Context: an optimization exercise on an open-source flow, tuned for small area and a short achievable clock period. The choices shown serve that exercise and are no tape-out recipe.
Function was checked by simulation only, so behaviour that the tests miss may differ from the original.
Power and IR drop assume default switching activity.

== run A ==
==> flow/design.v <==
module mux2i_gate (
    input  logic s,
    input  logic a0,
    input  logic a1,
    output logic y
);
    assign y = ~(s ? a1 : a0);
endmodule
module inv_gate (
    input  logic a,
    output logic y
);
    assign y = ~a;
endmodule
module predecoder (
    input  logic       test,
    input  logic [6:0] k,          
    input  logic       csin,
    input  logic       rwbarin,
    input  logic [5:0] address,
    output logic       wrt,        
    output logic       wrn,        
    output logic       idle,       
    output logic [7:0] lo_n,       
    output logic [7:0] hir_n,      
    output logic [7:0] hiw_n       
);
    logic       rd, wr;
    logic [5:0] a, a_n;
    for (genvar i = 0; i < 6; i++) begin : g_a
        mux2i_gate m (.s(test), .a0(address[i]), .a1(k[i]), .y(a_n[i]));
        inv_gate   n (.a(a_n[i]), .y(a[i]));
    end
    rdwr rw (.test(test), .k6(k[6]), .csin(csin), .rwbarin(rwbarin),
             .rd(rd), .wr(wr), .wrt(wrt), .wrn(wrn), .idle(idle));
    for (genvar i = 0; i < 8; i++) begin : g_l
        nand3_gate l (
            .a(i[0] ? a[0] : a_n[0]),
            .b(i[1] ? a[1] : a_n[1]),
            .c(i[2] ? a[2] : a_n[2]),
            .y(lo_n[i])
        );
        nand4_gate r (
            .a(rd),
            .b(i[0] ? a[3] : a_n[3]),
            .c(i[1] ? a[4] : a_n[4]),
            .d(i[2] ? a[5] : a_n[5]),
            .y(hir_n[i])
        );
        nand4_gate w (
            .a(wr),
            .b(i[0] ? a[3] : a_n[3]),
            .c(i[1] ? a[4] : a_n[4]),
            .d(i[2] ? a[5] : a_n[5]),
            .y(hiw_n[i])
        );
    end
endmodule
module rdwr (
    input  logic test,
    input  logic k6,
    input  logic csin,
    input  logic rwbarin,
    output logic rd,
    output logic wr,
    output logic wrt,      
    output logic wrn,      
    output logic idle      
);
    assign rd   = test ? k6 : (csin & rwbarin);
    assign wrt  = test & ~k6;
    assign wrn  = ~test & csin & ~rwbarin;
    assign wr   = test ? ~k6 : (csin & ~rwbarin);
    assign idle = ~test & ~csin;
endmodule
module pattern (
    input  logic [2:0] k,
    output logic [7:0] pat
);
    always_comb begin
        case (k)
            3'd0: pat = 8'hAA;
            3'd1: pat = 8'h55;
            3'd2: pat = 8'hF0;
            3'd3: pat = 8'h0F;
            3'd4: pat = 8'h00;
            3'd5: pat = 8'hFF;
            3'd6: pat = 8'hCC;
            default: pat = 8'h33;
        endcase
    end
endmodule
module dinmux (
    input  logic       test,
    input  logic [7:0] pat,
    input  logic [7:0] datain,
    output logic [7:0] din
);
    assign din = test ? pat : datain;
endmodule
module decoder (
    input  logic [7:0]  lo_n,
    input  logic [7:0]  hir_n,
    input  logic [7:0]  hiw_n,
    output logic [63:0] rsel,      
    output logic [63:0] we         
);
    for (genvar w = 0; w < 64; w++) begin : g_w
        nor2_gate u_r (.a(hir_n[w / 8]), .b(lo_n[w % 8]), .y(rsel[w]));
        nor2_gate u_w (.a(hiw_n[w / 8]), .b(lo_n[w % 8]), .y(we[w]));
    end
endmodule
module aoi222_gate (
    input  logic a1, a2, b1, b2, c1, c2,
    output logic y
);
    assign y = ~((a1 & a2) | (b1 & b2) | (c1 & c2));
endmodule
module aoi22_gate (
    input  logic a1, a2, b1, b2,
    output logic y
);
    assign y = ~((a1 & a2) | (b1 & b2));
endmodule
module nand4_gate (
    input  logic a, b, c, d,
    output logic y
);
    assign y = ~(a & b & c & d);
endmodule
module nand3_gate (
    input  logic a, b, c,
    output logic y
);
    assign y = ~(a & b & c);
endmodule
module nand2_gate (
    input  logic a, b,
    output logic y
);
    assign y = ~(a & b);
endmodule
module nor3_gate (
    input  logic a, b, c,
    output logic y
);
    assign y = ~(a | b | c);
endmodule
module nor2_gate (
    input  logic a,
    input  logic b,
    output logic y
);
    assign y = ~(a | b);
endmodule
module multiplexer #(
    parameter AOI3 = 1
) (
    input  logic [63:0] d,
    input  logic [63:0] rsel,
    input  logic        pat,
    input  logic        wrt,
    input  logic        datain,
    input  logic        wrn,
    input  logic        q,
    input  logic        idle,
    output logic        out
);
    logic [66:0] s, v;
    assign s = {idle, wrn, wrt, rsel};
    assign v = {q, datain, pat, d};
    if (AOI3) begin : g_aoi3
        logic [22:0] t;      
        for (genvar i = 0; i < 22; i++) begin : g_t
            aoi222_gate u (
                .a1(s[3*i]),   .a2(v[3*i]),
                .b1(s[3*i+1]), .b2(v[3*i+1]),
                .c1(s[3*i+2]), .c2(v[3*i+2]),
                .y(t[i])
            );
        end
        nand2_gate g_t22 (.a(s[66]), .b(v[66]), .y(t[22]));
        logic [5:0] u;       
        for (genvar i = 0; i < 5; i++) begin : g_u
            nand4_gate g (.a(t[4*i]), .b(t[4*i+1]), .c(t[4*i+2]), .d(t[4*i+3]), .y(u[i]));
        end
        nand3_gate g_u5 (.a(t[20]), .b(t[21]), .c(t[22]), .y(u[5]));
        logic [2:0] x;       
        for (genvar i = 0; i < 3; i++) begin : g_x
            nor2_gate g (.a(u[2*i]), .b(u[2*i+1]), .y(x[i]));
        end
        nand3_gate g_out (.a(x[0]), .b(x[1]), .c(x[2]), .y(out));
    end else begin : g_aoi2
        logic [33:0] t;      
        for (genvar i = 0; i < 33; i++) begin : g_t
            aoi22_gate u (
                .a1(s[2*i]),   .a2(v[2*i]),
                .b1(s[2*i+1]), .b2(v[2*i+1]),
                .y(t[i])
            );
        end
        nand2_gate g_t33 (.a(s[66]), .b(v[66]), .y(t[33]));
        logic [8:0] u;       
        for (genvar i = 0; i < 8; i++) begin : g_u
            nand4_gate g (.a(t[4*i]), .b(t[4*i+1]), .c(t[4*i+2]), .d(t[4*i+3]), .y(u[i]));
        end
        nand2_gate g_u8 (.a(t[32]), .b(t[33]), .y(u[8]));
        logic [2:0] x;       
        for (genvar i = 0; i < 3; i++) begin : g_x
            nor3_gate g (.a(u[3*i]), .b(u[3*i+1]), .c(u[3*i+2]), .y(x[i]));
        end
        nand3_gate g_out (.a(x[0]), .b(x[1]), .c(x[2]), .y(out));
    end
endmodule
module dout_gate (
    input  logic t,
    input  logic n,
    input  logic csin,
    input  logic rwbarin,
    output logic y
);
    assign y = t | (n & csin & rwbarin);
endmodule
module bist #(
    parameter size   = 6,
    parameter length = 8,
    parameter AOI3   = 1       
) (
    input  logic             clk,
    input  logic             rst,
    input  logic             start,
    input  logic             csin,
    input  logic             rwbarin,
    input  logic             opr,
    input  logic [size-1:0]  address,
    input  logic [length-1:0] datain,
    output logic [length-1:0] dataout,
    output logic              fail
);
    logic       test;
    logic [9:0] k;
    always_ff @(posedge clk) begin
        if (rst)
            test <= 1'b0;
        else if (!test)
            test <= start;
        else if (&k)
            test <= 1'b0;
        k <= test ? k + 10'd1 : 10'd0;
    end
    logic [7:0] pat;
    pattern pgen (.k(k[9:7]), .pat(pat));
    logic        wrt, wrn, idle;
    logic [7:0]  lo_n, hir_n, hiw_n;
    logic [63:0] rsel, we;
    logic [7:0]  din;
    predecoder pdec (
        .test    (test),
        .k       (k[6:0]),
        .csin    (csin),
        .rwbarin (rwbarin),
        .address (address),
        .wrt     (wrt),
        .wrn     (wrn),
        .idle    (idle),
        .lo_n    (lo_n),
        .hir_n   (hir_n),
        .hiw_n   (hiw_n)
    );
    decoder dec (
        .lo_n  (lo_n),
        .hir_n (hir_n),
        .hiw_n (hiw_n),
        .rsel  (rsel),
        .we    (we)
    );
    dinmux dmux (.test(test), .pat(pat), .datain(datain), .din(din));
    logic [7:0] mem [0:63];
    always_ff @(posedge clk)
        for (int w = 0; w < 64; w++)
            if (we[w])
                mem[w] <= din;
    logic [7:0] rdata, rdata_nx;
    for (genvar b = 0; b < 8; b++) begin : g_rd
        logic [63:0] col;
        for (genvar w = 0; w < 64; w++) begin : g_w
            assign col[w] = mem[w][b];
        end
        multiplexer #(.AOI3(AOI3)) mux (
            .d    (col),
            .rsel (rsel),
            .pat    (pat[b]),
            .wrt    (wrt),
            .datain (datain[b]),
            .wrn    (wrn),
            .q    (rdata[b]),
            .idle (idle),
            .out  (rdata_nx[b])
        );
    end
    always_ff @(posedge clk)
        rdata <= rdata_nx;
    logic [7:0] rdata_t, rdata_n;
    assign rdata_t = rdata & {8{test & k[6]}};
    assign rdata_n = rdata & {8{~test}};
    for (genvar b = 0; b < 8; b++) begin : g_out
        dout_gate u (.t(rdata_t[b]), .n(rdata_n[b]), .csin(csin), .rwbarin(rwbarin),
                     .y(dataout[b]));
    end
    always_ff @(posedge clk)
        fail <= test && k[6] && opr && (rdata != pat);
endmodule
export LEC_CHECK = 0
export CAP_MARGIN = 20
export CORE_MARGIN = 2
export CORE_UTILIZATION = 60
export CTS_CLUSTER_DIAMETER = 100
export CTS_CLUSTER_SIZE = 30
export PLACE_DENSITY = 0.8
export SETUP_SLACK_MARGIN = 2.7
export SLEW_MARGIN = 20
export SYNTH_HIERARCHICAL = 1
create_clock -name core_clock -period 5.5 [get_ports {clk}]
run.sh (not shown) runs the stock make flow with config.mk's settings and CLKGATE_MAP_FILE= SYNTH_SCRIPT=/design/flow/synth_recipe.tcl, a recipe that flattens the netlist after the stock synthesis.
Relative to run A, the following input files were edited for run B:
Settings: a change of SETUP_SLACK_MARGIN from 2.7 to 2.5.
Findings:
Both conditions hold for run B: the flow ran to the end and the final layout passed the timing, DRC and antenna checks.
Run A: PASS, flow complete, no timing, DRC or antenna violations
Per the comparison of run B with run A, filler cell count fell 41; number of distinct library cell variants in the gate-level netlist after synthesis about even; all-layer global routing usage fell 0.39 points; worst hold slack rose 0.022 ns; count of nets after finishing rose 0.89%.
Worst setup margin (higher): run A
diff inputs: run B => run C
Settings: CORE_UTILIZATION now 40, was 60; SETUP_SLACK_MARGIN now 2.7, was 2.5; PLACE_DENSITY no longer set, was 0.8.
==> comparison <==
Higher area growth from synthesis to layout was reported by run C, not run B.
The part of the cycle the worst path needs of run C falls short of that of run B by 5.0 points.
As far as total power is concerned, run B and run C perform about the same.
Max fraction of met1 tracks used by global routing across run C and run B: run B
Going from run B to run C, the maximum single-stage delay on the critical path was found to have gone up by 0.06 ns.
Critical path depth: run C vs run B down 1
Run C ends up with a part of the power in the clock network that is 0.2 points higher than in run B.
The inputs of run D differ from those of run C as listed below.
Settings: a change of SETUP_SLACK_MARGIN from 2.7 to 2.5.
==> flow/flow/run.sh (new file) <==
#!/bin/bash
# The standard layout (standard.sh), with plain buffers on the ports instead of
# the delay cells buffer_ports picks by default, and no dummy clock loads in CTS.
set -euo pipefail
export BUFFER_PORTS_ARGS="-buffer_cell sky130_fd_sc_hd__buf_2"
export CTS_ARGS="-sink_clustering_enable -repair_clock_nets -sink_clustering_size 30 -sink_clustering_max_diameter 100 -dont_use_dummy_load"
bash standard.sh > standard.log 2>&1
==> flow/standard.sh (new file) <==
#!/bin/bash
# synth_recipe.tcl (not shown) runs the flow's synth.tcl, then flattens the netlist and writes it again
# the make line also repeats each setting of config.mk as NAME=value (left out here)
make -C /OpenROAD-flow-scripts/flow DESIGN_CONFIG=/design/flow/config.mk WORK_HOME=/design/flow/orfs CLKGATE_MAP_FILE= SYNTH_SCRIPT=/design/flow/synth_recipe.tcl "${@:-finish}"
removed: flow/run.sh
--- outcome ---
- Between run C and run D, cell count decreased.
- Re final-layout setup total negative slack: no difference whatsoever between run D and run C.
- Relative to run C, the clock buffer count of run D is lower by about 37%.
- Global-route usage: run D vs run C down 0.54 points

static timing again, ports no longer ideal:
The results above use ideal ports. As a check the final layouts listed here were re-extracted and re-timed, cells and wires unchanged. Step 1: set_driving_cell puts a clkbuf_16 on clk and a buf_2 on each other input, an assumption about the parent block. Step 2 times the ports against the registers' clock, not the clock port: input delays grow and output delays shrink by t, the midpoint of the rising clock arrivals with the driver on. Three values: ideal ports, drivers, drivers and shift; two values: the first two.
run	t, ns	setup WS [ns]	worst setup path at the end
run A	0.599	2.443 / 2.443 / 1.881	input to register
run B	0.600	2.356 / 2.383 / 1.783	input to register
run C	0.611	2.631 / 2.600 / 2.040	input to register
run D	0.597	2.538 / 2.564 / 1.967	input to register
After both steps setup and hold are still met in every run listed. For run C, which loses most, drivers alone change the setup slack by -0.031 ns; drivers and shift together by -0.591 ns.
